Context: an optimization exercise on an open-source flow, tuned for a short achievable clock period and few clock cycles. The choices shown serve that exercise and are no tape-out recipe.
Only simulation tests tie the RTL to the original design; equivalence was not proved.
Power figures rest on the tool's default switching activity, not on a simulated workload.

File: design.v
`timescale 1ns / 1ps
module PC(
    input wire clk,
    input wire rst,
    input wire en,
    input wire [31:0] NPC,
    output wire [31:0] PC
    );
	reg [31:0] thpc;
	always @(posedge clk) begin
		if(rst == 1) begin
			thpc <= 32'h00003000;
		end
		else begin
			if(en == 1)
				thpc <= NPC;
			else
				thpc <= thpc;
		end
	end
	assign PC = thpc;
endmodule
`default_nettype none
`timescale 1ns / 1ps
module NPC(
    input wire[31:0] INSTR,
    input wire[31:0] RD1,
    input wire[31:0] PC,
    input wire[1:0] NPC_SEL,
    input wire BRANCH,
    input wire TRUE,
    output wire[31:0] NPC
    );
	reg [31:0] tpc;
	reg [31:0] NPC1;
	always @(*) begin
		if(BRANCH & TRUE)
			tpc = PC + {{14{INSTR[15]}}, INSTR[15:0], {2{1'b0}}};
		else
			tpc = PC + 4;
		case(NPC_SEL)
			2'b00: NPC1 = PC + 4;
			2'b01: NPC1 = tpc;
			2'b10: NPC1 = RD1;
			2'b11: NPC1 = {INSTR[31:28], INSTR[25:0], {2{1'b0}}};
		endcase
	end
	assign NPC = NPC1;
endmodule
`timescale 1ns / 1ps
module F_D(
    input wire [31:0] PC_F,
    input wire [31:0] INSTR_F,
	input wire clk,
	input wire rst,
	input wire en,
    output reg [31:0] PC_D,
    output reg [31:0] INSTR_D
    );
	always @(posedge clk) begin
		if(rst == 1)begin
			PC_D <= 0;
			INSTR_D <= 0;
		end
		else if(en) begin
			PC_D <= PC_F;
			INSTR_D <= INSTR_F;
		end
		else begin
			PC_D <= PC_D;
			INSTR_D <= INSTR_D;
		end
	end
endmodule
`timescale 1ns / 1ps
module GRF(
    input wire [4:0] A1,
    input wire [4:0] A2,
    input wire [4:0] A3,
    input wire clk,
    input wire rst,
    input wire [31:0] WD,
    input wire WE,
    output wire [31:0] RD1,
    output wire [31:0] RD2,
    input wire [31:0] PC
    );
	reg [31:0] grf[0:31];
	integer i;
	always @(posedge clk) begin
		if( rst == 1) begin
			for(i = 0; i<=31; i = i+1)begin
				grf[i] <= 0;
			end
		end
		else begin
			if(WE == 1)begin
				grf[A3] <= WD;
			end
		end
		grf[0] <= 0;
	end
	assign RD1 = grf[A1];
	assign RD2 = grf[A2];
endmodule
`timescale 1ns / 1ps
module EXT(
    input wire EXT_SEL,
    input wire [15:0] IM16,
    output wire [31:0] EXT_OUT
    );
	reg[31:0] sign;
	reg [31:0] unsign;
	always @(*) begin
		unsign = {{16{1'b0}}, IM16};
		  case(IM16[15])
			0: sign = {{16{1'b0}}, IM16};
			1: sign = {{16{1'b1}}, IM16};
		  endcase
	end
	assign EXT_OUT = (EXT_SEL == 0)? unsign : sign;
endmodule
`timescale 1ns / 1ps
module CMP(
    input wire bne,
    input wire blez,
    input wire bgtz,
    input wire bltz,
    input wire bgez,
    input wire beq,
    input wire [31:0] A,
    input wire [31:0] B,
    output wire true
    );
	assign true = ((A == B) && beq) |
	              ((A != B) && bne) |
				  (($signed(A) >= 0) && bgez) |
				  (($signed(A) > 0) && bgtz) |
				  (($signed(A) <= 0) && blez) |
				  (($signed(A) < 0) && bltz);
endmodule
`timescale 1ns / 1ps
module ALU(
    input wire [31:0] A,
    input wire [31:0] B,
    input wire [3:0] ALU_SEL,
    output wire[31:0] ALU_OUT
    );
	assign ALU_OUT = (ALU_SEL == 4'b0000) ? A + B:
	                 (ALU_SEL == 4'b0001) ? A - B:
					 (ALU_SEL == 4'b0010) ? A & B:
					 (ALU_SEL == 4'b0011) ? A | B:
					 (ALU_SEL == 4'b0100) ? A ^ B:
					 (ALU_SEL == 4'b0101) ? (~(A | B)):
					 (ALU_SEL == 4'b0110) ? ($signed(A) < $signed(B)):
					 (ALU_SEL == 4'b0111) ? (A < B):
					 (ALU_SEL == 4'b1000) ? (A << B[4:0]):
					 (ALU_SEL == 4'b1001) ? (A >> B[4:0]):
					 (ALU_SEL == 4'b1010) ? $signed($signed(A) >>> B[4:0]):
					 0;
endmodule
`timescale 1ns / 1ps
module MUDI(
    input wire [31:0] D1,
    input wire [31:0] D2,
    input wire clk,
    input wire rst,
    input wire start,
    input wire [1:0] MUL_SEL,
	input wire W_SEL,
	input wire w,
    output reg busy,
    output wire [31:0] HI,
    output wire [31:0] LO
    );
	reg [31:0] HIGH;
	reg [31:0] LOW;
	reg [3:0] timer;
	reg [63:0] res;
	reg mul_or_div;
	wire [31:0] mod;
	wire [31:0] div;
	reg [31:0] dq;
	reg [32:0] dr;
	reg [31:0] dd;
	reg qneg, rneg;
	reg [31:0] dq_n;
	reg [32:0] dr_n;
	integer k;
	always @(*) begin
		dq_n = dq;
		dr_n = dr;
		for(k = 0; k < 4; k = k + 1) begin
			dr_n = {dr_n[31:0], dq_n[31]};
			dq_n = {dq_n[30:0], 1'b0};
			if(dr_n >= {1'b0, dd}) begin
				dr_n = dr_n - {1'b0, dd};
				dq_n[0] = 1'b1;
			end
		end
	end
	assign div = qneg ? (~dq + 1) : dq;
	assign mod = rneg ? (~dr[31:0] + 1) : dr[31:0];
	always @(posedge clk) begin
		if(rst == 1)begin
			HIGH <= 0;
			LOW <= 0;
			busy <= 0;
			timer <= 4'b0;
		end
		else if (start == 1 && busy == 0) begin
			if(MUL_SEL == 2'b00) begin
				res <= ($signed(D1)) * ($signed(D2));
				mul_or_div <= 1'b0;
			end
			else if (MUL_SEL == 2'b01) begin
				res <= D1 * D2;
				mul_or_div <= 1'b0;
			end
			else if(MUL_SEL == 2'b10) begin
				dq <= D1[31] ? (~D1 + 1) : D1;
				dd <= D2[31] ? (~D2 + 1) : D2;
				dr <= 33'b0;
				qneg <= D1[31] ^ D2[31];
				rneg <= D1[31];
				mul_or_div <= 1'b1;
			end
			else if(MUL_SEL == 2'b11)begin
				dq <= D1;
				dd <= D2;
				dr <= 33'b0;
				qneg <= 1'b0;
				rneg <= 1'b0;
				mul_or_div <= 1'b1;
			end
			else begin
				res <= 0;
			end
			busy <= 1'b1;
			timer <= timer + 1;
		end
		else if(busy == 1) begin
			if(mul_or_div == 1'b0) begin
				if(timer < 5) 
					timer <= timer + 1;
				else begin
					HIGH <=res[63:32];
					LOW <= res[31:0];
					timer <= 4'b0;
					busy <= 1'b0;
				end
			end
			else begin
				if(timer <10) begin
					timer <= timer + 1;
					if(timer <= 8) begin
						dq <= dq_n;
						dr <= dr_n;
					end
				end
				else begin
					HIGH <= mod;
					LOW <= div;
					timer <= 4'b0;
					busy <= 1'b0;
				end
			end
		end
		else if(w == 1) begin
			case(W_SEL) 
				1'b0: LOW <= D1;
				1'b1: HIGH <= D1;
				default: begin
					LOW <= LOW;
					HIGH <= HIGH;
				end
			endcase
		end
		else begin
			HIGH <= HIGH;
			LOW <= LOW;
		end
	end
	assign HI = HIGH;
	assign LO = LOW;
endmodule
`timescale 1ns / 1ps
module DE(
    input wire rst,
    input wire clk,
    input wire en,
    input wire [31:0] RD1_D,
    input wire [31:0] RD2_D,
    input wire [31:0] EXT_OUT_D,
    input wire [31:0] PC_D,
    input wire [31:0] INSTR_D,
	input wire [4:0]A3_D,
	input wire [2:0] WD_SEL_D,
	input wire WE_D,
	input wire A_SEL_D,
	input wire [2:0] B_SEL_D,
	input wire [3:0] ALU_SEL_D,
	input wire w_D,
	input wire W_SEL_D,
	input wire [1:0] MUL_SEL_D,
	input wire HL_SEL_D,
	input wire start_D,
	input wire SW_D,
	input wire LW_D,
	input wire [1:0] Tnew_D,
    output reg [31:0] RD1_E,
    output reg [31:0] RD2_E,
    output reg [31:0] EXT_OUT_E,
    output reg [31:0] PC_E,
    output reg [31:0] INSTR_E,
	output reg [4:0] A3_E,
	output reg [2:0] WD_SEL_E,
	output reg WE_E,
	output reg A_SEL_E,
	output reg [2:0] B_SEL_E,
	output reg [3:0] ALU_SEL_E,
	output reg w_E,
	output reg W_SEL_E,
	output reg [1:0] MUL_SEL_E,
	output reg HL_SEL_E,
	output reg start_E,
	output reg SW_E,
	output reg LW_E,
	output reg [1:0] Tnew_E
    );
	always @(posedge clk) begin
		if(rst == 1) begin
			RD1_E <= 0;
			RD2_E <= 0;
			EXT_OUT_E <= 0;
			PC_E <= 0;
			INSTR_E <= 0;
			A3_E <= 0;
			WD_SEL_E <= 0;
			WE_E <= 0;
			A_SEL_E <= 0;
			B_SEL_E <= 0;
			ALU_SEL_E <= 0;
			w_E <= 0;
			W_SEL_E <= 0;
			MUL_SEL_E <= 0;
			HL_SEL_E <= 0;
			start_E <= 0;
			SW_E <= 0;
			LW_E <= 0;
			Tnew_E <= 0;
		end
		else if (en == 1) begin
			RD1_E <= RD1_D;
			RD2_E <= RD2_D;
			EXT_OUT_E <= EXT_OUT_D;
			PC_E <= PC_D;
			INSTR_E <= INSTR_D;
			A3_E <= A3_D;
			WD_SEL_E <= WD_SEL_D;
			WE_E <= WE_D;
			A_SEL_E <= A_SEL_D;
			B_SEL_E <= B_SEL_D;
			ALU_SEL_E <= ALU_SEL_D;
			w_E <= w_D;
			W_SEL_E <= W_SEL_D;
			MUL_SEL_E <= MUL_SEL_D;
			HL_SEL_E <= HL_SEL_D;
			start_E <= start_D;
			SW_E <= SW_D;
			LW_E <= LW_D;
			Tnew_E <= Tnew_D;
		end
		else begin
			RD1_E <= RD1_E;
			RD2_E <= RD2_E;
			EXT_OUT_E <= EXT_OUT_E;
			PC_E <= PC_E;
			INSTR_E <= INSTR_E;
			A3_E <= A3_E;
			WD_SEL_E <= WD_SEL_E;
			WE_E <= WE_E;
			A_SEL_E <= A_SEL_E;
			B_SEL_E <= B_SEL_E;
			ALU_SEL_E <= ALU_SEL_E;
			w_E <= w_E;
			W_SEL_E <= W_SEL_E;
			MUL_SEL_E <= MUL_SEL_E;
			HL_SEL_E <= HL_SEL_E;
			start_E <= start_E;
			SW_E <= SW_E;
			LW_E <= LW_E;
			Tnew_E <= Tnew_E;
		end
	end
endmodule
`timescale 1ns / 1ps
module EM(
    input wire clk,
    input wire en,
    input wire rst,
    input wire [31:0] PC_E,
    input wire [31:0] INSTR_E,
    input wire [31:0] RD1_E,
    input wire [31:0] RD2_E,
    input wire [31:0] EXT_OUT_E,
	input wire [31:0] ALU_OUT_E,
	input wire [31:0] MUDI_OUT_E, 
    input wire [0:0] LW_E,
    input wire [0:0] SW_E,
    input wire [4:0] A3_E,
    input wire [2:0] WD_SEL_E,
    input wire [0:0] WE_E,
	input wire [1:0] Tnew_E,
    output reg [31:0] PC_M,
    output reg [31:0] INSTR_M,
    output reg [31:0] RD1_M,
    output reg [31:0] RD2_M,
    output reg [31:0] EXT_OUT_M,
	output reg [31:0] ALU_OUT_M,
	output reg [31:0] MUDI_OUT_M, 
    output reg [4:0] A3_M,
    output reg [2:0] WD_SEL_M,
    output reg [0:0] WE_M,
    output reg [0:0] LW_M,
    output reg [0:0] SW_M,
	output reg [1:0] Tnew_M
    );
	always @(posedge clk) begin
		if(rst == 1) begin
			RD1_M <= 0;
			RD2_M <= 0;
			EXT_OUT_M <= 0;
			ALU_OUT_M <= 0;
			MUDI_OUT_M <= 0;
			PC_M <= 0;
			INSTR_M <= 0;
			A3_M <= 0;
			WD_SEL_M <= 0;
			WE_M <= 0;
			SW_M <= 0;
			LW_M <= 0;
			Tnew_M <= 0;
		end
		else if (en == 1) begin
			RD1_M <= RD1_E;
			RD2_M <= RD2_E;
			EXT_OUT_M <= EXT_OUT_E;
			ALU_OUT_M <= ALU_OUT_E;
			MUDI_OUT_M <= MUDI_OUT_E;
			PC_M <= PC_E;
			INSTR_M <= INSTR_E;
			A3_M <= A3_E;
			WD_SEL_M <= WD_SEL_E;
			WE_M <= WE_E;
			SW_M <= SW_E;
			LW_M <= LW_E;
			if(Tnew_E >= 1)
				Tnew_M <= Tnew_E -1;
			else 
				Tnew_M <= Tnew_E;
		end
		else begin
			RD1_M <= RD1_M;
			RD2_M <= RD2_M;
			EXT_OUT_M <= EXT_OUT_M;
			ALU_OUT_M <= ALU_OUT_M;
			MUDI_OUT_M <= MUDI_OUT_M;
			PC_M <= PC_M;
			INSTR_M <= INSTR_M;
			A3_M <= A3_M;
			WD_SEL_M <= WD_SEL_M;
			WE_M <= WE_M;
			SW_M <= SW_M;
			LW_M <= LW_M;
			Tnew_M <= Tnew_M;
		end
	end
endmodule
`default_nettype none
`timescale 1ns / 1ps
module MW(
    input wire clk,
    input wire rst,
    input wire en,
    input wire [4:0] A3_M,
    input wire [31:0] DM_OUT_M,
    input wire [31:0] ALU_OUT_M,
    input wire WE_M,
    input wire [31:0] PC_M,
    input wire [31:0] INSTR_M,
	input wire [1:0] Tnew_M,
	input wire [31:0] MUDI_OUT_M, 
    output reg [4:0] A3_W,
    output reg [31:0] DM_OUT_W,
    output reg [31:0] ALU_OUT_W,
    output reg WE_W,
    output reg [31:0] PC_W,
    output reg [31:0] INSTR_W,
    input wire [2:0] WD_SEL_M,
    output reg [2:0] WD_SEL_W,
	output reg [31:0] MUDI_OUT_W,
    input wire [31:0] EXT_OUT_M,
    output reg [31:0] EXT_OUT_W,
	output reg [1:0] Tnew_W
    );
	always @(posedge clk) begin
		if (rst == 1)begin
			A3_W <= 0;
			DM_OUT_W <= 0;
			ALU_OUT_W <= 0;
			WE_W <= 0;
			PC_W <= 0;
			INSTR_W <= 0;
			WD_SEL_W <= 0;
			EXT_OUT_W <= 0;
			MUDI_OUT_W <= 0;
			Tnew_W <= 0;
		end
		else if(en == 1) begin
			A3_W <= A3_M;
			DM_OUT_W <= DM_OUT_M;
			ALU_OUT_W <= ALU_OUT_M;
			WE_W <= WE_M;
			PC_W <= PC_M;
			INSTR_W <= INSTR_M;
			WD_SEL_W <= WD_SEL_M;
			EXT_OUT_W <= EXT_OUT_M;
			MUDI_OUT_W <= MUDI_OUT_M;
			if(Tnew_M >= 1)
				Tnew_W <= Tnew_M - 1;
			else
				Tnew_W <= Tnew_M;
		end
		else begin
			A3_W <= A3_W;
			DM_OUT_W <= DM_OUT_W;
			ALU_OUT_W <= ALU_OUT_W;
			WE_W <= WE_W;
			PC_W <= PC_W;
			INSTR_W <= INSTR_W;
			WD_SEL_W <= WD_SEL_W;
			EXT_OUT_W <= EXT_OUT_W;
			MUDI_OUT_W <= MUDI_OUT_W;
			Tnew_W <= Tnew_W;
		end
	end
endmodule
`default_nettype none
`timescale 1ns / 1ps
module DM_(
    input wire [31:0] INSTR,
	input wire [31:0] MemAddr,
    input wire [31:0] MemData,
    input wire SW_p,
    input wire LW_p,
    input wire WE,
    input wire clk,
    input wire rst,
    input wire [31:0] PC,
	output wire [31:0] DM_OUT,
	output wire [31:0] d_addr,
	output wire [31:0] d_wdata,
	output wire [3:0] d_be,
	output wire d_we,
	input wire [31:0] d_rdata
    );
	wire [5:0] op;
	assign op = INSTR[31:26];
	wire lb, lbu, lh, lhu, lw, sb, sh, sw;
	wire [31:0] DM_O;
	assign lb = (op == 6'b100000);
	assign lbu = (op == 6'b100100);
	assign lh = (op == 6'b100001);
	assign lhu = (op == 6'b100101);
	assign lw = (op == 6'b100011);
	assign sb = (op == 6'b101000);
	assign sw = (op == 6'b101011);
	assign sh = (op == 6'b101001);
	assign d_addr = MemAddr;
	assign d_we = SW_p & (sb | sh | sw);
	assign d_be = (sb == 1) ? (4'b0001 << MemAddr[1:0]) :
				  (sh == 1) ? ((MemAddr[1] == 1'b1) ? 4'b1100 : 4'b0011) :
				  4'b1111;
	assign d_wdata = (sb == 1) ? {4{MemData[7:0]}} :
					 (sh == 1) ? {2{MemData[15:0]}} :
					 MemData;
	wire [15:0] DM_H;
	wire [7:0] DM_B;
	assign DM_O = d_rdata;
	assign DM_H = (MemAddr[1] == 1'b0) ? DM_O[15:0] :
				  (MemAddr[1] == 1'b1) ? DM_O[31:16] :
				  0;
	assign DM_B = (MemAddr[1:0] == 2'b00) ? DM_O[7:0] :
				  (MemAddr[1:0] == 2'b01) ? DM_O[15:8]:
				  (MemAddr[1:0] == 2'b10) ? DM_O[23:16] :
				  (MemAddr[1:0] == 2'b11) ? DM_O[31:24] :
				  0;
	assign DM_OUT = (LW_p == 1 && lbu == 1) ? {{24{1'b0}}, DM_B} :
					(LW_p == 1 && lb == 1) ? {{24{DM_B[7]}}, DM_B} :
					(LW_p == 1 && lhu == 1) ? {{16{1'b0}}, DM_H} :
					(LW_p == 1 && lh == 1) ? {{16{DM_H[15]}}, DM_H} :
					(LW_p == 1 && lw == 1) ? DM_O :
					0;
endmodule
`timescale 1ns / 1ps
module E_Hazard(
    input wire [2:0] WD_SEL_E,
    input wire [31:0] EXT_OUT_E,
    input wire [31:0] PC_E,
    output wire [31:0] E_HAZARD
    );
	assign E_HAZARD = (WD_SEL_E == 3'b001) ? (EXT_OUT_E << 16) :
					  (WD_SEL_E == 3'b011) ? PC_E + 8 :
					  0;
endmodule
module M_Hazard(
	input wire [2:0] WD_SEL_M,
	input wire [31:0] EXT_OUT_M,
	input wire [31:0] PC_M,
	input wire [31:0] ALU_OUT_M,
	input wire [31:0] MUDI_OUT_M,
	output wire [31:0] M_Hazard
	);
	assign M_Hazard = (WD_SEL_M == 3'b000) ? ALU_OUT_M :
					  (WD_SEL_M == 3'b001) ? EXT_OUT_M << 16 :
					  (WD_SEL_M == 3'b011) ? PC_M + 8 :
					  (WD_SEL_M == 3'b100) ? MUDI_OUT_M :
					  0;
endmodule
module W_Hazard(
	input wire [2:0] WD_SEL_W,
	input wire [31:0] EXT_OUT_W,
	input wire [31:0] PC_W,
	input wire [31:0] ALU_OUT_W,
	input wire [31:0] DM_OUT_W,
	input wire [31:0] MUDI_OUT_W,
	output wire [31:0] W_Hazard
	);
	assign W_Hazard = (WD_SEL_W == 3'b000) ? ALU_OUT_W :
					  (WD_SEL_W == 3'b001) ? EXT_OUT_W << 16 :
					  (WD_SEL_W == 3'b010) ? DM_OUT_W :
					  (WD_SEL_W == 3'b011) ? PC_W + 8 :
					  (WD_SEL_W == 3'b100) ? MUDI_OUT_W :
					  0;
endmodule
`timescale 1ns / 1ps
module A3_plexer(
	input wire[31:0] INSTR_W,
	input wire [1:0] A3_SEL,
	output wire [4:0] A3
    );
	assign A3 = (A3_SEL == 2'b00) ? INSTR_W[15:11] :
				(A3_SEL == 2'b01) ? INSTR_W[20:16] :
				(A3_SEL == 2'b10) ? 5'b11111:
				0;
endmodule
module WD_plexer(
	input wire [31:0] ALU_OUT_W,
	input wire [31:0] EXT_OUT_W,
	input wire [31:0] DM_OUT_W,
	input wire [31:0] PC_W,
	input wire [31:0] MUDI_OUT_W,
	input wire [2:0] WD_SEL,
	output wire [31:0] WD
	);
	assign WD = (WD_SEL == 3'b000) ? ALU_OUT_W :
				(WD_SEL == 3'b001) ? EXT_OUT_W<<16 :
				(WD_SEL == 3'b010) ? DM_OUT_W :
				(WD_SEL == 3'b011) ? PC_W + 8 :
				(WD_SEL == 3'b100) ? MUDI_OUT_W :
				0;
endmodule
module A_plexer(
	input wire [31:0] RD1_E,
	input wire [31:0] RD2_E,
	input wire A_SEL_E,
	output wire [31:0] A
	);
	assign A = (A_SEL_E == 1'b0) ? RD1_E :
			   (A_SEL_E == 1'b1) ? RD2_E :
			   0;
endmodule
module B_plexer(
	input wire [31:0] RD1_E,
	input wire [31:0] RD2_E,
	input wire [31:0] EXT_OUT_E,
	input wire [31:0] INSTR_E,
	input wire [2:0] B_SEL_E,
	output wire [31:0] B
	);
	assign B = (B_SEL_E == 3'b000) ? RD2_E :
			   (B_SEL_E == 3'b001) ? EXT_OUT_E :
			   (B_SEL_E == 3'b010) ? {{27{1'b0}}, INSTR_E[10:6]} :
			   (B_SEL_E == 3'b011) ? RD1_E :
			   0;
endmodule
module MD_plexer(
	input wire [31:0] HI,
	input wire [31:0] LO,
	input wire HL_SEL,
	output wire [31:0] MUDI_OUT_E
	);
	assign MUDI_OUT_E = (HL_SEL == 1'b0) ? LO :
						(HL_SEL == 1'b1) ? HI :
						0;
endmodule
`timescale 1ns / 1ps
module datapath(
	input wire clk,
	input wire rst,
	input wire BRANCH,
	input wire [1:0] NPC_SEL_D,
	input wire [1:0] A3_SEL_D,
	input wire [2:0] WD_SEL_D,
	input wire WE_D, 
	input wire A_SEL_D,
	input wire EXT_SEL_D,
	input wire [2:0] B_SEL_D,
	input wire [3:0] ALU_SEL_D,
	input wire SW_D,
	input wire LW_D,
	input wire w_D,
	input wire W_SEL_D,
	input wire [1:0] MUL_SEL_D,
	input wire HL_SEL_D,
	input wire start_D,
	input wire bne,
	input wire blez,
    input wire bgtz,
    input wire bltz,
    input wire bgez,
    input wire beq,
	input wire [1:0] Tnew_D,
	input wire [1:0] Tuse_rs,
	input wire [1:0] Tuse_rt,
	output wire [31:0] INSTR,
	output wire [31:0] i_addr,
	input wire [31:0] i_data,
	output wire [31:0] d_addr,
	output wire [31:0] d_wdata,
	output wire [3:0] d_be,
	output wire d_we,
	input wire [31:0] d_rdata,
	output wire wb_we,
	output wire [4:0] wb_reg,
	output wire [31:0] wb_data,
	output wire [31:0] wb_pc
    );
	wire [31:0] PC_D;
	wire [31:0] npc;
	wire [31:0] RD1_D;
	wire [31:0] RD2_D;
	wire [31:0] RD1_E;
	wire [31:0] RD2_E;
	wire [31:0] RD1_M;
	wire [31:0] RD2_M;
	wire [31:0] INSTR_D;
	wire [31:0] PC_F;
	wire [31:0] INSTR_F;
	wire true;
	wire [31:0] PC_E;
	wire [31:0] INSTR_E;
	wire [31:0] PC_M;
	wire [31:0] INSTR_M;
	wire [31:0] PC_W;
	wire [31:0] INSTR_W;
	wire [31:0] WD;
	wire [4:0] A3_D;
	wire [4:0] A3_E;
	wire [4:0] A3_M;
	wire [4:0] A3_W;
	wire WE_E;
	wire WE_M;
	wire WE_W;
	wire [1:0] Tnew_E;
	wire [1:0] Tnew_M;
	wire [1:0] Tnew_W;
	wire [31:0] EXT_OUT_D;
	wire [31:0] EXT_OUT_E;
	wire [31:0] EXT_OUT_M;	
	wire [31:0] EXT_OUT_W;
	wire [1:0] A3_SEL_E;
	wire [1:0] A3_SEL_M;
	wire [1:0] A3_SEL_W;
	wire [2:0] WD_SEL_E;
	wire [2:0] WD_SEL_M;
	wire [2:0] WD_SEL_W;
	wire A_SEL_E;
	wire [2:0] B_SEL_E;
	wire [3:0] ALU_SEL_E;
	wire w_E;
	wire W_SEL_E;
	wire [1:0] MUL_SEL_E;
	wire HL_SEL_E;
	wire start_E;
	wire busy;
	wire [31:0] HI;
	wire [31:0] LO;
	wire SW_E;
	wire SW_M;
	wire LW_E;
	wire LW_M;
	wire en = 1'b1;
	wire [31:0] A;
	wire [31:0] B;
	wire [31:0] ALU_OUT_E;
	wire [31:0] ALU_OUT_M;
	wire [31:0] ALU_OUT_W;
	wire [31:0] MUDI_OUT_E;
	wire [31:0] MUDI_OUT_M;
	wire [31:0] MUDI_OUT_W;
	wire [31:0] DM_OUT_M;
	wire [31:0] DM_OUT_W;
	wire [31:0] HALFS_M;
	wire [31:0] HALFU_M;
	wire [31:0] HALFS_W;
	wire [31:0] HALFU_W;
	wire [31:0] Hard_E;
	wire [31:0] Hard_M;
	wire [31:0] Hard_W;
	wire [31:0] RD1_E_HAZARD;
	wire [31:0] RD2_E_HAZARD;
	wire [31:0] RD1_M_HAZARD;
	wire [31:0] RD2_M_HAZARD;
	wire [31:0] RD2_W_HAZARD;
	wire en_pc;
	wire en_fd;
	wire stall;
	wire stall_rs;
	wire stall_rt;
	assign stall_rs = ((INSTR_D[25:21] == A3_E && Tuse_rs < Tnew_E && WE_E == 1) |
					  (INSTR_D[25:21] == A3_M && Tuse_rs < Tnew_M && WE_M == 1) |
					  (INSTR_D[25:21] == A3_W && Tuse_rs < Tnew_W && WE_W == 1)) && INSTR_D[25:21] != 5'b00000;
	assign stall_rt = ((INSTR_D[20:16] == A3_E && Tuse_rt < Tnew_E && WE_E == 1) |
					  (INSTR_D[20:16] == A3_M && Tuse_rt < Tnew_M && WE_M == 1) |
					  (INSTR_D[20:16] == A3_W && Tuse_rt < Tnew_W && WE_W == 1))&& INSTR_D[20:16] != 5'b00000;
	assign stall = stall_rs | stall_rt | busy| start_E;
	assign en_pc = !stall;
	assign en_fd = !stall;
	assign RD1_E_HAZARD = (INSTR_D[25:21] == 0)? 0 :
					 (INSTR_D[25:21] == A3_E &&Tnew_E == 0 && WE_E == 1) ? Hard_E : 
					 (INSTR_D[25:21] == A3_M &&Tnew_M == 0 && WE_M == 1) ? Hard_M :
					 (INSTR_D[25:21] == A3_W &&Tnew_W == 0 && WE_W == 1) ? Hard_W :
					 RD1_D;
	assign RD2_E_HAZARD = (INSTR_D[20:16] == 0)? 0 :
					 (INSTR_D[20:16] == A3_E &&Tnew_E == 0 && WE_E == 1) ? Hard_E : 
					 (INSTR_D[20:16] == A3_M &&Tnew_M == 0 && WE_M == 1) ? Hard_M :
					 (INSTR_D[20:16] == A3_W &&Tnew_W == 0 && WE_W == 1) ? Hard_W :
					 RD2_D;
    PC pci(clk, rst, en_pc, npc, PC_F);
	NPC npci(INSTR_D, RD1_E_HAZARD, PC_F, NPC_SEL_D, BRANCH, true, npc);
	assign i_addr = PC_F;
	assign INSTR_F = i_data;
	F_D fdi(PC_F, INSTR_F, clk, rst, en_fd, PC_D, INSTR_D);
	A3_plexer a3p(INSTR_D, A3_SEL_D, A3_D);
	WD_plexer wdp(ALU_OUT_W, EXT_OUT_W, DM_OUT_W, PC_W, MUDI_OUT_W, WD_SEL_W, WD);
	GRF grfi(INSTR_D[25:21], INSTR_D[20:16], A3_W, clk, rst, WD, WE_W, RD1_D, RD2_D, PC_W);
	EXT exti(EXT_SEL_D, INSTR_D[15:0], EXT_OUT_D); 
	CMP cmpi(bne, blez, bgtz, bltz, bgez, beq, RD1_E_HAZARD, RD2_E_HAZARD, true);
	DE dei(stall|rst, clk, en, RD1_E_HAZARD, RD2_E_HAZARD, EXT_OUT_D, PC_D, INSTR_D, A3_D, WD_SEL_D, 
		   WE_D, A_SEL_D, B_SEL_D, ALU_SEL_D, w_D, W_SEL_D, MUL_SEL_D, HL_SEL_D, start_D, 
		   SW_D, LW_D, Tnew_D, RD1_E, RD2_E, EXT_OUT_E, PC_E, INSTR_E, A3_E, WD_SEL_E, WE_E, A_SEL_E, B_SEL_E, ALU_SEL_E,
		   w_E, W_SEL_E, MUL_SEL_E, HL_SEL_E, start_E, SW_E, LW_E, Tnew_E);
	E_Hazard ehaz(WD_SEL_E, EXT_OUT_E, PC_E, Hard_E);
	assign RD1_M_HAZARD = (INSTR_E[25:21] == 0)? 0 :
					 (INSTR_E[25:21] == A3_M &&Tnew_M == 0 && WE_M == 1) ? Hard_M :
					 (INSTR_E[25:21] == A3_W &&Tnew_W == 0 && WE_W == 1) ? Hard_W :
					 RD1_E;
	assign RD2_M_HAZARD = (INSTR_E[20:16] == 0)? 0 :
					 (INSTR_E[20:16] == A3_M &&Tnew_M == 0 && WE_M == 1) ? Hard_M :
					 (INSTR_E[20:16] == A3_W &&Tnew_W == 0 && WE_W == 1) ? Hard_W :
					 RD2_E;
	A_plexer ap(RD1_M_HAZARD, RD2_M_HAZARD, A_SEL_E, A);
	B_plexer bp(RD1_M_HAZARD, RD2_M_HAZARD, EXT_OUT_E, INSTR_E, B_SEL_E, B);
	ALU alui(A, B, ALU_SEL_E, ALU_OUT_E);
	MUDI mudi(RD1_M_HAZARD, RD2_M_HAZARD, clk, rst, start_E, MUL_SEL_E, W_SEL_E, w_E, busy, HI, LO);
	MD_plexer mdp(HI, LO, HL_SEL_E, MUDI_OUT_E);
	EM emi(clk, en, rst, PC_E, INSTR_E, RD1_M_HAZARD, RD2_M_HAZARD, EXT_OUT_E, ALU_OUT_E, 
		   MUDI_OUT_E, LW_E, SW_E, A3_E, WD_SEL_E, WE_E, Tnew_E, PC_M, INSTR_M, RD1_M, RD2_M,
		   EXT_OUT_M, ALU_OUT_M, MUDI_OUT_M, A3_M, WD_SEL_M, WE_M, LW_M, SW_M, Tnew_M);
	M_Hazard mhaz(WD_SEL_M, EXT_OUT_M, PC_M, ALU_OUT_M, MUDI_OUT_M, Hard_M);
	assign RD2_W_HAZARD = (INSTR_M[20:16] == 0)? 0 :
					 (INSTR_M[20:16] == A3_W &&Tnew_W == 0 && WE_W == 1) ? Hard_W :
					 RD2_M;
	DM_ dmi(INSTR_M, ALU_OUT_M, RD2_W_HAZARD, SW_M, LW_M, WE_M, clk, rst, PC_M, DM_OUT_M,
	        d_addr, d_wdata, d_be, d_we, d_rdata);
	MW mwi(clk, rst, en, A3_M, DM_OUT_M, ALU_OUT_M, WE_M, PC_M, INSTR_M, Tnew_M, MUDI_OUT_M,
	       A3_W, DM_OUT_W, ALU_OUT_W, WE_W, PC_W, INSTR_W, WD_SEL_M, WD_SEL_W, MUDI_OUT_W,
		   EXT_OUT_M, EXT_OUT_W, Tnew_W);
	W_Hazard whaz(WD_SEL_W, EXT_OUT_W, PC_W, ALU_OUT_W, DM_OUT_W, MUDI_OUT_W, Hard_W);
	assign INSTR = INSTR_D;
	assign wb_we = WE_W && (A3_W != 5'b00000);
	assign wb_reg = A3_W;
	assign wb_data = WD;
	assign wb_pc = PC_W;
endmodule
`default_nettype none
`timescale 1ns / 1ps
 module controller(
    input wire [31:0] INSTR,
    output wire [1:0] NPC_SEL,
    output wire [1:0] A3_SEL,
    output wire [2:0] WD_SEL,
    output wire WE,
    output wire A_SEL,
    output wire [2:0] B_SEL,
    output wire [3:0] ALU_SEL,
    output wire EXT_SEL,
	output wire w,
	output wire W_SEL,
	output wire [1:0] MUL_SEL,
	output wire HL_SEL,
	output wire start,
    output wire SW1,
    output wire LW1,
	output wire BRANCH,
	output wire bne,
	output wire blez, 
	output wire bgtz, 
	output wire bltz, 
	output wire bgez, 
	output wire beq,
	output wire Tnew_0,
	output wire Tnew_1,
	output wire Tnew_2,
	output wire [1:0] Tuse_rs,
	output wire [1:0] Tuse_rt
    );
	wire [5:0] op;
	wire [5:0] func;
	wire [4:0] btype;
	wire addu, add, sub, subu, and_, or_, xor_, nor_, 
		 addi, addiu, andi, xori, slt, slti, sltiu, sltu, lui, sll, srl, sra, 
		 ori, lw, sllv, srlv, srav, jr, sw, j, jal, sb, sh, lb, lbu,
		 lh, lhu, jalr, mfhi, mflo, mthi, mtlo, mult, multu, div, divu;
	assign op = INSTR[31:26];
	assign func = INSTR[5:0];
	assign btype = INSTR[20:16];
	assign addu = ((op == 6'b000000)&&(func == 6'b100001));
	assign add = (op == 6'b000000)&&(func == 6'b100000);
	assign sub = (op == 6'b000000) && (func == 6'b100010);
	assign subu = (op == 6'b000000) && (func == 6'b100011);
	assign and_ = (op == 6'b000000) && (func == 6'b100100);
	assign or_ = (op == 6'b000000) && (func == 6'b100101);
	assign xor_ = (op == 6'b000000) && (func == 6'b100110);
	assign nor_ = (op == 6'b000000) && (func == 6'b100111);
	assign addi = (op == 6'b001000);
	assign addiu = (op == 6'b001001);
	assign andi = (op == 6'b001100);
	assign xori = (op == 6'b001110);
	assign slt = (op == 6'b000000) &&( func == 6'b101010);
	assign slti = (op == 6'b001010);
	assign sltiu = (op == 6'b001011);
	assign sltu = (op == 6'b000000) && ( func == 6'b101011);
	assign bne = (op == 6'b000101);
	assign blez = (op == 6'b000110);
	assign bgtz = (op == 6'b000111);
	assign bltz = (op == 6'b000001) && (btype == 5'b00000);
	assign bgez = (op == 6'b000001) && (btype == 5'b00001);
	assign lui = (op == 6'b001111);
	assign sll = (op == 6'b000000) &&( func == 6'b000000);
	assign srl = (op == 6'b000000) &&(func == 6'b000010);
	assign sra = (op == 6'b000000) && ( func == 6'b000011);
	assign ori = ( op == 6'b001101);
	assign beq = (op == 6'b000100);
	assign lw = (op == 6'b100011);
	assign sllv = (op == 6'b000000) &&( func == 6'b000100);
	assign srlv = (op == 6'b000000) && (func == 6'b000110);
	assign srav = (op == 6'b000000) && (func == 6'b000111);
	assign jr = (op == 6'b000000) &&( func == 6'b001000);
	assign sw = (op == 6'b101011);
	assign j = (op == 6'b000010);
	assign jal = (op == 6'b000011);
	assign lh = (op == 6'b100001);
	assign lhu = (op == 6'b100101);
	assign jalr = (op == 6'b000000) &&(func == 6'b001001);
	assign mfhi = (op == 6'b000000) && (func == 6'b010000);
	assign mflo = (op == 6'b000000) && (func == 6'b010010);
	assign mthi = (op == 6'b000000) && (func == 6'b010001);
	assign mtlo = (op == 6'b000000) && (func == 6'b010011);
	assign mult = (op == 6'b000000) && (func == 6'b011000);
	assign multu = (op == 6'b000000) && (func == 6'b011001);
	assign div = (op == 6'b000000) && (func == 6'b011010);
	assign divu = (op == 6'b000000) && (func == 6'b011011);
	assign sb = (op == 6'b101000);
	assign sh = (op == 6'b101001);
	assign lb = (op == 6'b100000);
	assign lbu = (op == 6'b100100);
	assign NPC_SEL[0] = bne| blez|bgtz| bltz| bgez| beq| j| jal;
	assign NPC_SEL[1] = jr| j| jal| jalr;
	assign A3_SEL[0] = addi| addiu| andi| xori| slti| sltiu| lui| ori| lw| lh| lhu| lb| lbu;
	assign A3_SEL[1] = jal;
	assign WD_SEL[0] = lui| jal| jalr;
	assign WD_SEL[1] = lw| jal| jalr| lh| lhu| lb| lbu;
	assign WD_SEL[2] = mflo| mfhi;
	assign WE = addu| add| sub| subu| and_| or_| xor_| nor_|
				addi| addiu| andi| xori| slt| slti|
				sltiu| sltu| lui| sll| srl| sra|
				ori| lw| sllv| srlv| srav| jal| lh|
				lhu| lb| lbu| jalr| mflo| mfhi;
	assign A_SEL = sll|srl| sra| sllv| srlv| srav;
	assign B_SEL[0] = addi| addiu| andi| xori|
					  slti| sltiu| ori|lw| sllv| 
					  srlv| srav| sw| lh| lhu| sb| sh| lb| lbu;
	assign B_SEL[1] = sll| srl| sra| sllv| srlv| srav;
	assign B_SEL[2] = 1'b0;
	assign ALU_SEL[0] = sub|subu| or_| nor_| sltiu| sltu|
						srl| ori| srlv;
	assign ALU_SEL[1] = and_| or_| andi| slt| slti| sltiu| sltu|
						sra| ori| srav;
	assign ALU_SEL[2] = xor_| nor_| xori| slt| slti| sltiu| sltu;
	assign ALU_SEL[3] = sll| srl| sra| sllv| srlv| srav;
	assign EXT_SEL = addi| addiu| slti| sltiu| lw|lh|lhu| sw| sb| sh| lb| lbu;
	assign w = mthi| mtlo;
	assign W_SEL = mthi;
	assign MUL_SEL[0] = multu| divu;
	assign MUL_SEL[1] = div| divu;
	assign HL_SEL = mfhi;
	assign start = multu| mult| div| divu;
	assign SW1 = sw| sb| sh;
	assign LW1 = lw| lh| lhu| lb| lbu;
	assign BRANCH = beq| bne| blez| bgtz| bltz| bgez;
	assign Tnew_0 = jal| jalr| lui;
	assign Tnew_1 = addu| add| sub| subu| and_| or_|
					xor_| nor_| addi| addiu| andi| xori|
					slt| slti| sltiu| sltu|  sll| srl| ori|
					sllv| srlv| srav| mflo| mfhi| sra;
	assign Tnew_2 = lw| lh| lhu| lb| lbu;
	wire Tuse_rt_0, Tuse_rt_1, Tuse_rt_2;
	wire Tuse_rs_0, Tuse_rs_1;
	assign Tuse_rs_0 = bne| blez| bgtz| bltz| bgez| beq| jr| j| jal| jalr;
	assign Tuse_rs_1 = addu| add| sub| subu| and_| or_| xor_| nor_|
					   addi| addiu| andi| xori| slt| slti| sltiu| sltu|
					   sll| srl| sra| ori| lw| sllv| srlv| srav| sw| lh|
					   lhu| sb| sh| lb| lbu| mtlo| mthi| mult| multu| div| divu;
	assign Tuse_rt_0 = bne| blez| bgtz| bltz| bgez| beq| jr| j| jal| jalr;
	assign Tuse_rt_1 = addu| add| sub| subu| and_| or_| xor_| nor_|
					   addi| addiu| andi| xori| slt| slti| sltiu| sltu|
					   sll| srl| sra| ori| lw| sllv| srlv| srav| lh|
					   lhu| lb| lbu| mult| multu| div| divu;
	assign Tuse_rt_2 = sw| sh| sb;
	assign Tuse_rs = (Tuse_rs_0) ? 2'b00 :
					 (Tuse_rs_1) ? 2'b01 :
					 2'b11;
	assign Tuse_rt = (Tuse_rt_0) ? 2'b00 :
					 (Tuse_rt_1) ? 2'b01 :
					 (Tuse_rt_2) ? 2'b10 :
					 2'b11;
endmodule
`default_nettype none
`timescale 1ns / 1ps
module mips(
    input wire clk,
    input wire reset,
    output wire [31:0] i_addr,
    input wire [31:0] i_data,
    output wire [31:0] d_addr,
    output wire [31:0] d_wdata,
    output wire [3:0] d_be,
    output wire d_we,
    input wire [31:0] d_rdata,
    output wire wb_we,
    output wire [4:0] wb_reg,
    output wire [31:0] wb_data,
    output wire [31:0] wb_pc
    );
	wire rst;
	assign rst = reset;
	wire [31:0] INSTR;
	wire BRANCH;
	wire[1:0] NPC_SEL;
	wire en_pc = 1'b1;
	wire en_fd = 1'b1;
	wire [1:0] A3_SEL;
	wire [2:0] WD_SEL;
	wire WE;
	wire A_SEL;
	wire EXT_SEL;
	wire [2:0] B_SEL;
	wire [3:0] ALU_SEL;
	wire SW;
	wire LW;
	wire w;
	wire W_SEL;
	wire [1:0] MUL_SEL;
	wire HL_SEL;
	wire start;
	wire bne, blez, bgtz, bltz, bgez, beq;
	wire stall;
	wire Tnew_0, Tnew_1, Tnew_2;
	wire [1:0] Tnew;
	wire [1:0] Tuse_rs;
	wire [1:0] Tuse_rt;
	assign Tnew = (Tnew_0 == 1) ? 2'b00:
				  (Tnew_1 == 1) ? 2'b01:
				  (Tnew_2 == 1) ? 2'b10:
				  0;
	datapath DATA(clk, rst, BRANCH, NPC_SEL, A3_SEL, WD_SEL, WE, A_SEL, 
			 EXT_SEL, B_SEL, ALU_SEL, SW, LW,  w, W_SEL, MUL_SEL, HL_SEL, start,
			 bne, blez, bgtz, bltz, bgez, beq, Tnew, Tuse_rs, Tuse_rt, INSTR,
			 i_addr, i_data, d_addr, d_wdata, d_be, d_we, d_rdata,
			 wb_we, wb_reg, wb_data, wb_pc);
	controller CONT(INSTR, NPC_SEL, A3_SEL, WD_SEL, WE, A_SEL, B_SEL, ALU_SEL, EXT_SEL,
			   w, W_SEL, MUL_SEL, HL_SEL, start, SW, LW, BRANCH, bne, blez, bgtz, bltz, bgez,
			   beq, Tnew_0, Tnew_1, Tnew_2, Tuse_rs, Tuse_rt);
endmodule
File: run.sh
#!/bin/bash
# synth_recipe.tcl (not shown) runs the flow's synth.tcl, then flattens the netlist and writes it again
# the make line also repeats each setting of config.mk as NAME=value (left out here)
make -C /OpenROAD-flow-scripts/flow DESIGN_CONFIG=/design/flow/config.mk WORK_HOME=/design/flow/orfs CLKGATE_MAP_FILE= SYNTH_SCRIPT=/design/flow/synth_recipe.tcl finish
File: config.mk
export PLATFORM = sky130hd
export DESIGN_NAME = mips
export DESIGN_NICKNAME = mips
export VERILOG_FILES = /design/flow/design.v
export SDC_FILE = /design/flow/constraint.sdc
export NUM_CORES = 4
export LEC_CHECK = 0
export CAP_MARGIN = 20
export CORE_MARGIN = 2
export CORE_UTILIZATION = 40
export SLEW_MARGIN = 20
File: constraint.sdc
create_clock -name core_clock -period 20.0 [get_ports {clk}]
set_input_delay 4.0000 -clock core_clock [delete_from_list [all_inputs] [get_ports {clk}]]
set_output_delay 4.0000 -clock core_clock [all_outputs]
set_load 0.01 [all_outputs]
==> impl_results.md <==
- Vias in the first global route: 135000
- Area of the multi-input gates: 102000 sq um
- FILL cells: 39000
- Die width: 640 microns
- Max FFs per register: 1024
- Setup crit start kind: flop
- R2R depth: 56
- Drt via density: 6.25
- Reg-to-reg slack, setup: 4.40 ns
- Total setup buffers inserted after CTS: 0
- Cells after synthesis: 16800
- Fin crit share: 78.0%
- Reg area: 48400 sq um
- Area grow syn2layout: 9.68%
- Pwr dens: 69.3 nW/um^2
- FF-to-FF End: DATA.mudi.dr[1]
- Hold Path End: DATA.emi.INSTR_M[31]
- Worst-Margin Slew: 1.33 ns
- GP Congestion: 1.04
- Worst flop-to-flop path startpoint: DATA.mudi.dd[1]
- Chip height: 640 microns
- Number of synthesized flops with an enable pin: 1155
- IO buf count: 236
- Total global-route track usage: 35.8%
- Largest net degree at the start of global routing: 112
- Post-route ant nets: 0
- Unique masters post-synth: 121
- Yosys warning count: 9
- CP dominant cell by count: a21oi_1
- Ratio of cells with drive above 1 in the final layout: 9.95%
- Synth Register Bits: 1838
- Max clock buf depth: 4
- Worst vdd ir: 0.0977 mV
- Ys async rst share: 0%
- Final Max Tran Viols: 0
- Ys flop type: edfxtp_1
- Hold_sp: DATA.dei.INSTR_E[31]
- Type of destination of the critical path: flop
- Core box area: 402000 sq um
- DR pass1 iterations: 8
- Detail Placement HPWL: 540000 microns
- Crit Path Class: flop to flop
- Worst Path Required: 20.62 ns
- Biggest regs: DATA.grfi.grf (1024), DATA.mudi.res (64)
- Initial antenna violation count: 93
- WL per Instance: 33.5 microns
- Hold depth: 1
- Biggest register: DATA.grfi.grf
- Initial DRC Count: 20100
- DRC Markers: 0
- Pre-CTS setup slack: 4.88 ns
- Final WS setup: 4.40 ns
- CTS tree: done
- Synth top area share: 21.5%
- Min cycle time layout: 15.60 ns
- RSZ-0062 raised after global routing: no
- CTS clk-pin slew, worst paths: 0.07 ns
- Static leakage: 70.4 nW
- Ports: 237
- Peak fanout along the critical path: 49
- Endpoints failing setup: 0
- Hold Vio Cnt, Final: 0
- Max Clock Freq: 64.1 MHz
- TritonCTS Buffers: 201
- CTS Sinks: 1838
- H-tree depth: 4
- Final worst clock skew: 0.128 ns
- Slowest-stage cell, CP: nand2_2
- Outcome: timing/DRC/antenna clean
- Seq/Total Area, Yosys: 29.9%
- Post-Syn Area: 162000 sq um
- Leading area contributor after synthesis: edfxtp_1
- Top cells by area, synth: edfxtp_1 21%, fa_1 18%, dfxtp_1 8.5%
- First-pass GRT wire length: 1040000 microns
- Rows: 233
- Synth Area per Inst: 9.60 sq um
- Clk Latency, worst-skew pair: 0.98 ns
- Post_cts resized: 0
- Slowest stage delay, CP: 0.79 ns
- CP arrival: 16.22 ns
- Vias: 138000
- GRT Residual Overflow: 0
- Slew margin rel.: 10.8%
- Initial Util: 40.2%
- Max-Cap Viols: 0
- Total die area: 409000 sq um
- Clock root buffer: clkbuf_16
- Hold/Removal Path Class: flop to flop
- Wirelength, routed: 742000 microns
- Layout Nets: 18800
- Hold Buf Count CTS: 0
- Setup_tns: 0 ns
[per-layer routing]
layer	up-vias	global-route usage (%)	wire length [microns]
li1	56800	-	-
met3	2381	12.8	102000
met4	58	24.0	61900
met5	-	0	407
met2	9735	51.6	307000
met1	69400	44.9	271000
[Yosys cell counts, types with 147 or more instances]
cell / number
nor2_1: 2362
inv_1: 1939
nand2_1: 1545
fa_1: 1479
edfxtp_1: 1155
clkbuf_1: 845
a21oi_1: 787
dfxtp_1: 683
ha_1: 659
o21ai_0: 516
mux4_2: 486
mux2i_1: 482
xnor2_1: 353
nor2b_1: 246
nor3_1: 224
xor2_1: 216
nand3_1: 215
a21o_1: 191
o22ai_1: 155
and2_1: 147
[cell usage in the layout, fill, tap and decap left out, drive strengths merged, types with 121 or more instances in the layout]
cell	Yosys	final
nor2	2362	2362
inv	1962	1973
nand2	1545	1545
fa	1479	1479
edfxtp	1155	1155
a21oi	791	791
dfxtp	683	683
ha	659	659
o21ai	585	585
mux4	486	486
mux2i	482	482
buf	284	468
xnor2	353	353
clkbuf	845	270
nor2b	246	246
clkdlybuf4s50	0	235
nor3	229	229
xor2	216	216
nand3	216	216
a21o	191	191
o22ai	156	156
and2	147	147
o211ai	124	124
a22oi	121	121
[worst max path at each step]
stage                     from  slack [ns]               end
6_report       DATA.mudi.dd[1]        4.40   DATA.mudi.dr[1]
5_1_grt        DATA.mudi.dd[1]        3.45   DATA.mudi.dr[1]
4_1_cts        DATA.mudi.dd[1]        4.81   DATA.mudi.dr[1]
3_5_place_dp   DATA.mudi.dd[1]        4.88   DATA.mudi.dr[1]
3_3_place_gp   DATA.mudi.dd[1]        4.86   DATA.mudi.dr[1]
2_1_floorplan  DATA.mudi.dd[1]        7.30  DATA.mudi.dr[28]
[report_power, final]
part           switching (mW)  total [mW]  leakage [nW]  internal [mW]
clock network            1.72        3.90          3.22           2.18
registers               0.160        4.34          17.3           4.18
logic                    2.78        4.04          49.9           1.26
[worst max-delay path, delay by kind of cell (launching register included)]
family,cells,cell delay [ns]
compound gates,36,9.61
simple gates,11,2.30
fa+ha+maj,4,1.39
buf+inv,4,1.30
flops,1,0.35
mux,1,0.32
[per-stage QoR]
stage | util [%] | power [mW] | hold WS [ns] | cells | cell area [sq um]
floorplan | - | 6.59 | 0.414 | 16900 | 162000
global placement | 42.4 | 8.24 | 0.416 | 21700 | 170000
detailed placement | 42.4 | 8.24 | 0.424 | 21700 | 170000
CTS | 44.0 | 12.1 | 0.437 | 22100 | 177000
global route | 44.0 | 12.6 | 0.452 | 22100 | 177000
finish | 44.0 | 12.3 | 0.436 | 22100 | 177000
[cell type report]
cell class / instances / area share, %
tap: 5287 / 3.73
inverter: 1966 / 4.17
clock buffer: 269 / 3.15
timing repair buffer: 704 / 3.36
sequential: 1838 / 27.3
clock inverter: 92 / 0.554
antenna: 47 / 0.0664
multi-input combinational: 11900 / 57.7
[cell families after synthesis]
group	synth area share [%]
xor gates and xnor gates	3.08
DFF	29.9
muxes	10.4
AOI/OAI and AO/OA	11.5
buffers and inverters	7.42
other	0.00232
and+or+nand+nor	14.3
adders and majority gates	23.4
Testbench counts, summed over its fixed seeds: cycles 65,791.

-- port drivers added, routing unchanged --
No port has a modelled driver above. Below, the same layout with a new extraction and two added sets of constraints.
Step 1 assumes that a clkbuf_16 drives the clock port and a buf_2 every other input.
Step 2 adds t to the input delays and takes it off the output delays; t is the mean of the earliest and latest rising clock arrival at the registers after step 1. Input paths then give back, and output paths get back, about the clock's delay inside the block.
a / b / c = ideal / step 1 / step 2; a / b = the first two.
shift t [ns]: 1.026
setup slack, ns: 4.397 / 4.397 / 4.397
worst setup path at the end: register to register
After both steps setup and hold are still met in this run. The setup slack of this run moves by 0.000 ns with the drivers and by 0.000 ns with both steps.
